This is an optimization exercise on Yosys and OpenROAD, whose aim is small area, a short achievable clock period and few clock cycles, not a production implementation. Where RTL was checked, it was by simulation tests only, not by an equivalence proof against the original. Only the layout flow was run in runs 2 and 3; the RTL was not checked for function there.

## flow/design.v (module list and top-level ports; edited modules follow where they fit)
// module seq_multi: 1278 lines
module seq_multi #(
    parameter WIDTH = 32
)
(
    input wire logic clk,
    input wire logic rst,
    input wire logic start,
    input wire logic [WIDTH - 1:0] multiplier,
    input wire logic [WIDTH - 1:0] multiplicand,
    output logic busy,
    output logic [(WIDTH * 2) - 1:0] product
);
  // ...
==> flow/flow/run.sh <==
#!/bin/bash
# The standard layout, with the port buffers made of buf_1 cells instead of the
# delay-buffer cells buffer_ports picks by default.
set -euo pipefail
export BUFFER_PORTS_ARGS="-buffer_cell sky130_fd_sc_hd__buf_1"
bash standard.sh finish > standard.log 2>&1
==> flow/standard.sh <==
#!/bin/bash
# synth_recipe.tcl (not shown) runs the flow's synth.tcl, then flattens the netlist and writes it again
# the make line also repeats each setting of config.mk as NAME=value (left out here)
make -C /OpenROAD-flow-scripts/flow DESIGN_CONFIG=/design/flow/config.mk WORK_HOME=/design/flow/orfs CLKGATE_MAP_FILE= SYNTH_SCRIPT=/design/flow/synth_recipe.tcl "${@:-finish}"
==> flow/config.mk <==
export PLATFORM = sky130hd
export DESIGN_NAME = seq_multi
export DESIGN_NICKNAME = seq_multi
export VERILOG_FILES = /design/flow/design.v
export SDC_FILE = /design/flow/constraint.sdc
export NUM_CORES = 4
export LEC_CHECK = 0
export CAP_MARGIN = 20
export CORE_MARGIN = 2
export CORE_UTILIZATION = 55
export SETUP_SLACK_MARGIN = 0.45
export SLEW_MARGIN = 20
==> flow/constraint.sdc <==
create_clock -name core_clock -period 5.0 [get_ports {clk}]
set_input_delay 1.0000 -clock core_clock [delete_from_list [all_inputs] [get_ports {clk}]]
set_output_delay 1.0000 -clock core_clock [all_outputs]
set_load 0.01 [all_outputs]
==> summary.txt, run 1 <==
Placed design
  – Hpwl dp: 67500 µm

Cells and area
  – Inverter count: 352
  – Layout area overhead: 17.1%
  – Fin cells: 3237
  – Sequential cells: 180
  – Most common cell after layout, fill and taps aside: inv_1
  – Finished Core Util: 64.8%

Logic synthesis
  – Mux share of post-synthesis cell area: 2.11%
  – Most frequent cell after synthesis: inv_1
  – Seq/Total Area, Yosys: 17.2%
  – Largest family of logic cells by synthesized area: adder cells
  – Unique masters post-synth: 63
  – Synth area leaders: fa_1 (27%), dfxtp_1 (15%), xnor2_1 (11%), o22ai_1 (7.9%), inv_1 (5.9%)

Critical path
  – Setup crit start: c[0]
  – Endpoint class of the critical path: output port
  – Cell depth of the worst setup path: 14

STA
  – Max Freq: 219 MHz
  – Setup_tns: 0 ns
  – Slew headroom: 32.3%

GRT
  – GRT met2 Usage: 58.4%
  – First-pass GRT wire length: 130000 µm
  – Grt peak-use layer: met1
  – Routing usage on met1: 62.9%

Routing
  – Pre-antenna DRT Iters: 6
  – M1 wire length: 36000 µm
  – Antenna Violating Nets Remaining: 0
  – Routed via count: 20600
  – DRC viols: 0

Run status
  – Status: no timing/DRC/antenna violations

Worst hold path
  – Hold EP: busy
  – Worst hold stages: 1

Clocking
  – Sink Count: 180
  – Clock Tree Buf Depth: 2
  – Post-CTS Resized: 76

Die
  – IO Pins: 132
Testbench counts, summed over its fixed seeds: cycles 907.
==> run 2, diff against run 1 <==
--- a/flow/design.v
+++ b/flow/design.v
@@ -1254,21 +1254,19 @@
     wire [63:0] ts = {1'b1, 1'b1, 1'b1, 1'b1, 1'b1, 1'b1, 1'b1, 1'b1, 1'b1, 1'b1, 1'b1, 1'b1, 1'b1, 1'b1, ~ng[8], fs251, fs250, fc248, fs248, fs247, fs246, fc244, fc243, fc242, fc241, fc240, fc239, fc238, fc237, fc236, fc235, fc234, fc233, fc232, fc231, fc230, fc229, fc228, fc227, fc226, fc225, fc224, fc223, fc222, fc221, fc220, fc219, fc218, fc217, fc216, fc215, fc214, fc213, fc212, fc211, fc210, fc209, fc208, fc207, fc206, fc205, fc204, hc20, pp0[0] | xb[0]};
     wire [63:0] tc = {1'b0, 1'b0, 1'b0, 1'b0, 1'b0, 1'b0, 1'b0, 1'b0, 1'b0, 1'b0, 1'b0, 1'b0, 1'b0, 1'b0, fc251, fc250, fc249, fs249, fc247, fc246, fc245, fs245, fs244, fs243, fs242, fs241, fs240, fs239, fs238, fs237, fs236, fs235, fs234, fs233, fs232, fs231, fs230, fs229, fs228, fs227, fs226, fs225, fs224, fs223, fs222, fs221, fs220, fs219, fs218, fs217, fs216, fs215, fs214, fs213, fs212, fs211, fs210, fs209, fs208, fs207, fs206, fs205, fs204, hs20};
     always_ff @(posedge clk) begin
         busy <= ~rst & accept & need_b;
         bm <= ~rst & start & ~bm & need_b;
         bq <= ~rst & start & ~bq & need_b;
         bx <= ~rst & start & ~bx & need_b;
         bd <= ~rst & start & ~bd & need_b;
-        if (~bm) begin
-            m <= multiplicand;
-            q <= multiplier[31:17];
-            n8 <= multiplier[17];
-        end
+        m <= multiplicand;
+        q <= multiplier[31:17];
+        n8 <= multiplier[17];
         if (start & ~bd) begin
             s <= ts;
             c <= tc;
         end else if (bd) begin
             s <= {ts[47:0], lo[15:0]};
             c <= {tc[47:0], 16'd0};
         end else begin
             s <= product;
==> flow/config.mk (replaced) <==
export PLATFORM = sky130hd
export DESIGN_NAME = seq_multi
export DESIGN_NICKNAME = seq_multi
export VERILOG_FILES = /design/flow/design.v
export SDC_FILE = /design/flow/constraint.sdc
export NUM_CORES = 4
export LEC_CHECK = 0
export CAP_MARGIN = 20
export CORE_MARGIN = 2
export CORE_UTILIZATION = 55
export SETUP_SLACK_MARGIN = 0.5
export SLEW_MARGIN = 20
==> run 2 against run 1 <==
Final area fell by 0.23%; area after synthesis rose by 0.40%; clock-buffer cell count fell by 1; clock skew fell by 0.0013 ns; sequential share of layout area fell by 0.58 points.
==> summary.txt, run 2 <==
Critical path
  – CP cell instances: ha_1, and4_1, and2_2, nand2b_4, a2111o_1, a21o_1, a31o_4, nand2_2, a21oi_1, xnor2_1, buf_2
  – WP buf/inv: 1
  – Crit start category: register
  – Endpoint class of the critical path: output port
  – Critical path's top delay family: compound AO/OA/AOI/OAI gates
  – WS Path Type: register to output port
  – Critical Path RT: 4.00 ns
  – CP Max Fanout: 6
  – Critical path's largest stage delay: 0.53 ns
  – WP data arrival: 3.63 ns
  – Slowest cell on the critical path: a2111o_1

Routing
  – Post-Route WL: 86800 µm
  – Routed via count: 20000 (-3.0%)
  – DRT iter0 DRCs: 2574
  – DRC viols: 0 (unchanged)
  – Pre-antenna DRT Iters: 5 (-1)
  – Routed vias/inst: 6.32
  – Routed WL per cell: 27.5 µm
  – Antenna Violating Nets Remaining: 0 (unchanged)

Cells and area
  – # diodes: 0
  – Layout cells sized above 1: 15.2%
  – Final nets: 3062
  – Most frequent cells in the layout: inv_1 (320), o22ai_1 (276), fa_1 (268), xnor2_1 (264), dfxtp_1 (172)
  – Seq. cell area: 3620 µm²
  – Largest regs: c x64, s x64, m x32
  – Fin cells: 3157 (-2.5%)
  – Layout area overhead: 16.4%
  – Area occupied by multi-input gates: 17100 µm²
  – Finished Core Util: 64.7% (-0.15 points)
  – Fillers: 3348
  – Design area: 25600 µm²
  – Most common cell after layout, fill and taps aside: inv_1

Clocking
  – Clock latency (worst-skew pair): 0.50 ns
  – CTS tree: yes
  – Clock root cell: clkbuf_16
  – Sink Count: 180 (unchanged)
  – Clock Tree Buf Depth: 2 (unchanged)
  – Reg clk slew, reported paths: 0.09 ns
  – H-tree lvl count: 4
  – TritonCTS Buffers: 17

Logic synthesis
  – Mapped Cells: 2480
  – Synth area leader: fa_1
  – Syn_area_per_cell: 8.86 µm²
  – Post-synth ARST share: 0%
  – Synth area leaders: fa_1 (27%), dfxtp_1 (16%), xnor2_1 (11%), o22ai_1 (7.9%), inv_1 (5.5%)
  – Seq/Total Area, Yosys: 16.4% (-0.75 points)
  – Cell area after synthesis: 22000 µm²
  – Most used DFF post-synth: dfxtp_1
  – Synthesized net count: 2923
  – #FFs+latches synth: 180
  – YS warnings: 1
  – Unique masters post-synth: 81 (+29%)
  – Synth top cells by count: inv_1 (321), fa_1 (291), o22ai_1 (279)
  – Area share of the largest cell type after synthesis: 26.5%
  – EDFF count, synth: 0
  – Most frequent cell after synthesis: inv_1

Job
  – MaxCap Viol Count: 0

STA
  – Fin. max-slew vios: 0
  – Tmin final: 4.63 ns
  – Unrepaired setup endpoints after global routing: true
  – Final Hold Fails: 0
  – Final setup violation count: 0
  – Period utilization: 92.7%
  – Worst Skew: 0.0190 ns
  – Worst hold slack: 0.416 ns
  – Max Freq: 216 MHz (-1.2%)
  – Worst Max-Slew Pin Slew: 1.25 ns
  – Slew headroom: 16.5% (-16 points)

Die
  – Die Wd: 204 µm
  – Starting Density: 55.6%
  – CORE AREA: 39500 µm²
  – IO Pins: 132 (unchanged)
  – Die ar.: 41600 µm²
  – Die Span Y: 204 µm
  – Row count: 73

GRT
  – Initial antenna violation count: 1
  – Largest net degree at the start of global routing: 59
  – First-pass GRT wire length: 127000 µm (-2.2%)
  – Vias in the first global route: 19200
  – Total Routing Usage GR: 42.0%
  – Remaining global-route overflow: 0

Placed design
  – Routability cong.: 0.974
  – Hpwl dp: 64400 µm (-4.7%)
  – Dpl cell area: 24000 µm²
  – IO buf count: 131
  – DP Cell Count: 3090

Worst hold path
  – Hold Path Class: register to register

Run status
  – Status: no timing/DRC/antenna violations
-- run 2: cell types whose count changed in the layout (fill, tap and decap cells not counted), sizes merged, moves of 16 or more --
cell and change:
o21ai -40, a22oi -32, mux2 +30, buf -29
nor2b +29, nand2 -27, inv -25, a21oi +20
nor3 -16
-- run 2: kinds of logic after synthesis --
family	count (synthesis)	share of synthesized area, %
AOI/OAI and AO/OA	585	17.1
buffers and inverters	502	8.67
and+or+nand+nor	422	9.18
adders and majority gates	376	31.4
xor gates and xnor gates	335	13.5
DFF	180	16.4
muxes	80	3.82
-- run 2: through the flow --
step	setup WS, ns	setup TNS, ns
after floorplan	0.405	0
after global placement	-0.510	-14.69
after detailed placement	-0.477	-16.98
after CTS	0.402	0
after global routing	0.288	0
final	0.366	0
-- run 2: cell type report --
cell class	instances	share of cell area [%]
multi-input combinational	1799	66.9
sequential	180	14.1
timing repair buffer	295	9.12
inverter	326	4.79
tap	525	2.57
clock buffer	18	1.72
clock inverter	14	0.758
-- run 2: worst paths after layout --
check                           startpoint          end  slack [ns]  depth (start not counted)
worst max-delay path                 c[25]  product[52]        0.37                         11
worst max register to register          bq        s[36]        0.56                         12
worst min-delay path                  busy         busy        0.42                          1
worst min register to register        busy         busy        0.42                          1
-- run 2: repair_timing --
action	in CTS	in global routing
hold endpoints to repair	0	0
pin swaps	20	45
gates cloned	1	4
gates resized for setup	40	99
buffers inserted	11	19
hold buffers	0	0
endpoints found under the setup margin	114	111
-- run 2: per-layer routing --
| metal | vias up | global-route usage [%] | part of all wire (%) |
|---|---|---|---|
| met5 | - | 0 | 0 |
| met4 | 0 | 14.9 | 4.0 |
| met3 | 194 | 13.5 | 14 |
| met2 | 1418 | 56.1 | 39 |
| met1 | 9834 | 62.9 | 42 |
| li1 | 8517 | - | - |
==> run 3, diff against run 2 <==
--- a/flow/config.mk
+++ b/flow/config.mk
@@ -8,5 +8,5 @@
 export CAP_MARGIN = 20
 export CORE_MARGIN = 2
-export CORE_UTILIZATION = 55
+export CORE_UTILIZATION = 60
 export SETUP_SLACK_MARGIN = 0.5
 export SLEW_MARGIN = 20
==> run 3 against run 2 <==
Area after synthesis unchanged; final area down 0.49%; critical path type unchanged; still clean on timing, DRC and antenna; cell count is 1.5% lower; largest cell class unchanged; clock skew fell by 0.0038 ns; non-clock buffer count grew 9; worst hold slack lost 0.016 ns; synthesized cell count did not move; highest routed layer is now met5; maximum frequency up 0.36%; flip-flop and latch count unchanged.
==> summary.txt, run 3 <==
Critical path
  – WS Path Type: register to output port
  – Crit start category: register
  – Critical Path RT: 4.00 ns (about the same)
  – CP Max Fanout: 5 (-1)
  – Endpoint class of the critical path: output port
  – WP data arrival: 3.62 ns (about the same)

Placed design
  – Routability cong.: 1.03 (+5.4%)
  – IO buf count: 131 (unchanged)
  – Dpl cell area: 23900 µm² (-0.41%)
  – Hpwl dp: 64200 µm (-0.26%)
  – DP Cell Count: 3031 (-1.9%)

Logic synthesis
  – Most used DFF post-synth: dfxtp_1
  – Unique masters post-synth: 81 (unchanged)
  – Syn_area_per_cell: 8.86 µm² (unchanged)
  – Synthesized net count: 2923 (unchanged)
  – Cell area after synthesis: 22000 µm² (unchanged)
  – Synth area leaders: fa_1 (27%), dfxtp_1 (16%), xnor2_1 (11%), o22ai_1 (7.9%), inv_1 (5.5%)
  – Most frequent cell after synthesis: inv_1
  – EDFF count, synth: 0 (unchanged)
  – Synth top cells by count: inv_1 (321), fa_1 (291), o22ai_1 (279)
  – Area share of the largest cell type after synthesis: 26.5% (unchanged)
  – Mapped Cells: 2480 (unchanged)
  – #FFs+latches synth: 180 (unchanged)
  – YS warnings: 1 (unchanged)
  – Synth area leader: fa_1
  – Post-synth ARST share: 0% (unchanged)
  – Seq/Total Area, Yosys: 16.4% (unchanged)

STA
  – Period utilization: 92.3% (-0.33 points)
  – Fin. max-slew vios: 0 (unchanged)
  – Tmin final: 4.62 ns (-0.0166 ns)
  – Final Hold Fails: 0 (unchanged)
  – Setup_tns: 0 ns (unchanged)
  – Unrepaired setup endpoints after global routing: true
  – Worst Max-Slew Pin Slew: 0.799 ns (-0.454 ns)
  – Worst Skew: 0.0153 ns (-0.00377 ns)
  – Max Freq: 217 MHz (+0.36%)
  – Final setup violation count: 0 (unchanged)
  – Slew headroom: 46.7% (+30 points)

Cells and area
  – Most frequent cells in the layout: inv_1 (319), o22ai_1 (278), fa_1 (273), xnor2_1 (262), dfxtp_1 (174)
  – Fin cells: 3110 (-1.5%)
  – Layout area overhead: 15.8%
  – Finished Core Util: 70.0% (+5.3 points)
  – Fillers: 2889 (-14%)
  – Layout cells sized above 1: 14.9% (-0.35 points)
  – Final nets: 3070 (+0.26%)
  – Design area: 25400 µm² (-0.49%)
  – Largest regs: c x64, s x64, m x32
  – Most common cell after layout, fill and taps aside: inv_1

Worst hold path
  – Hold Path Class: register to register

Routing
  – DRC viols: 0 (unchanged)
  – DRT iter0 DRCs: 2640 (+2.6%)
  – Antenna Violating Nets Remaining: 0 (unchanged)
  – Pre-antenna DRT Iters: 6 (+1)
  – Post-Route WL: 84600 µm (-2.5%)
  – Routed WL per cell: 27.2 µm (-0.99%)
  – Routed vias/inst: 6.48 (+2.4%)
  – Routed via count: 20100 (+0.92%)

Clocking
  – CTS tree: yes
  – Clock Tree Buf Depth: 2 (unchanged)
  – TritonCTS Buffers: 17 (unchanged)
  – Reg clk slew, reported paths: 0.08 ns (about the same)
  – Clock root cell: clkbuf_16
  – Clock latency (worst-skew pair): 0.47 ns (-0.03 ns)
  – Sink Count: 180 (unchanged)
  – H-tree lvl count: 4 (unchanged)

Die
  – Die Span Y: 195 µm (-4.2%)
  – Row count: 70 (-4.1%)
  – Die ar.: 38200 µm² (-8.2%)
  – Starting Density: 60.5% (+4.9 points)
  – CORE AREA: 36300 µm² (-8.1%)
  – Die Wd: 195 µm (-4.2%)
  – IO Pins: 132 (unchanged)

GRT
  – Vias in the first global route: 19400 (+1.4%)
  – First-pass GRT wire length: 125000 µm (-2.0%)
  – Total Routing Usage GR: 44.3% (+2.4 points)
  – Remaining global-route overflow: 0 (unchanged)
  – Largest net degree at the start of global routing: 52 (-12%)
  – Initial antenna violation count: 4 (+3)

Run status
  – Status: no timing/DRC/antenna violations

Job
  – MaxCap Viol Count: 0 (unchanged)
[run 3: worst paths after layout]
| path | start | endpoint | slack, ns | cells after the start |
|---|---|---|---|---|
| worst max register to register | bq | s[14] | 0.63 | 12 |
| worst max-delay path | s[26] | product[54] | 0.38 | 12 |
| worst min-delay path | bd | bd | 0.40 | 1 |
| worst min register to register | bd | bd | 0.40 | 1 |
[run 3: stage by stage]
stage	worst slack [ns]	hold WS (ns)
after floorplan	0.405	0.443
after global placement	-0.193	0.382
after detailed placement	-0.135	0.389
after CTS	0.410	0.400
after global routing	0.273	0.418
final	0.383	0.400
[run 3: logic make-up after synthesis]
kind of cell / count (synthesis) / share of synthesized area (%)
AOI/OAI and AO/OA: 585 / 17.1
muxes: 80 / 3.82
xor gates and xnor gates: 335 / 13.5
buffers and inverters: 502 / 8.67
adders and majority gates: 376 / 31.4
and+or+nand+nor: 422 / 9.18
DFF: 180 / 16.4
[run 3: worst max-delay path: stages, from the launching register on]
cell and delay (ns):
dfxtp_1 0.37, ha_1 0.40, and4_1 0.25, and2_2 0.24
nand2b_4 0.07, a2111o_1 0.53, a21o_1 0.26, a31o_4 0.27
a31oi_4 0.22, a21oi_2 0.10, xnor2_2 0.17, buf_6 0.15
buf_6 0.10
[run 3: layout make-up]
type / instances / area, µm² / area share (%)
sequential: 180 / 3620 / 14.2
clock buffer: 20 / 447 / 1.76
inverter: 326 / 1220 / 4.81
timing repair buffer: 304 / 2380 / 9.36
clock inverter: 12 / 171 / 0.674
tap: 468 / 586 / 2.30
antenna: 2 / 5.00 / 0.0197
multi-input combinational: 1798 / 17000 / 66.9
[run 3: layer usage]
| layer | wire length, µm | track usage [%] | part of all wire [%] |
|---|---|---|---|
| met2 | 34100 | 60.7 | 40 |
| met4 | 3480 | 15.4 | 4.1 |
| met1 | 34200 | 64.9 | 40 |
| met3 | 12900 | 15.2 | 15 |
| met5 | 29 | 0 | 0.034 |
[run 3: timing repair]
action                                  CTS  global route
hold buffers                              0             0
resized for setup                        38            86
cloned                                    0             2
endpoints found under the setup margin   39            96
setup buffers                            14            29
pin swaps                                17            47

-- re-timing with driven ports --
In the flow no input, the clock included, has a driving cell. The finished layouts below were timed again as built, in two steps.
Step 1: set_driving_cell puts a clkbuf_16 on clk and a buf_2 on each other input, an assumption about the parent block.
Step 2 moves the port delays by t, midway between the first and last clock arrival at a register: inputs arrive t later, outputs are due t later. That takes back most of the time a late clock gives input paths.
Three values: ideal, step 1, step 2; two values: the first two.
run	shift t [ns]	slack for setup (ns)	worst setup path after step 2	latest minus earliest clock arrival (ns)	slew at the worst register clock pin (ns)
run 1	0.555	0.424 / 0.366 / 0.049	input to register	0.021 / 0.021	0.09 / 0.09
run 2	0.554	0.366 / 0.306 / -0.009	input to register	0.019 / 0.019	0.09 / 0.09
run 3	0.524	0.383 / 0.324 / 0.025	input to register	0.016 / 0.015	0.08 / 0.08
Met with ideal ports but missed after step 2: setup timing in run 2.
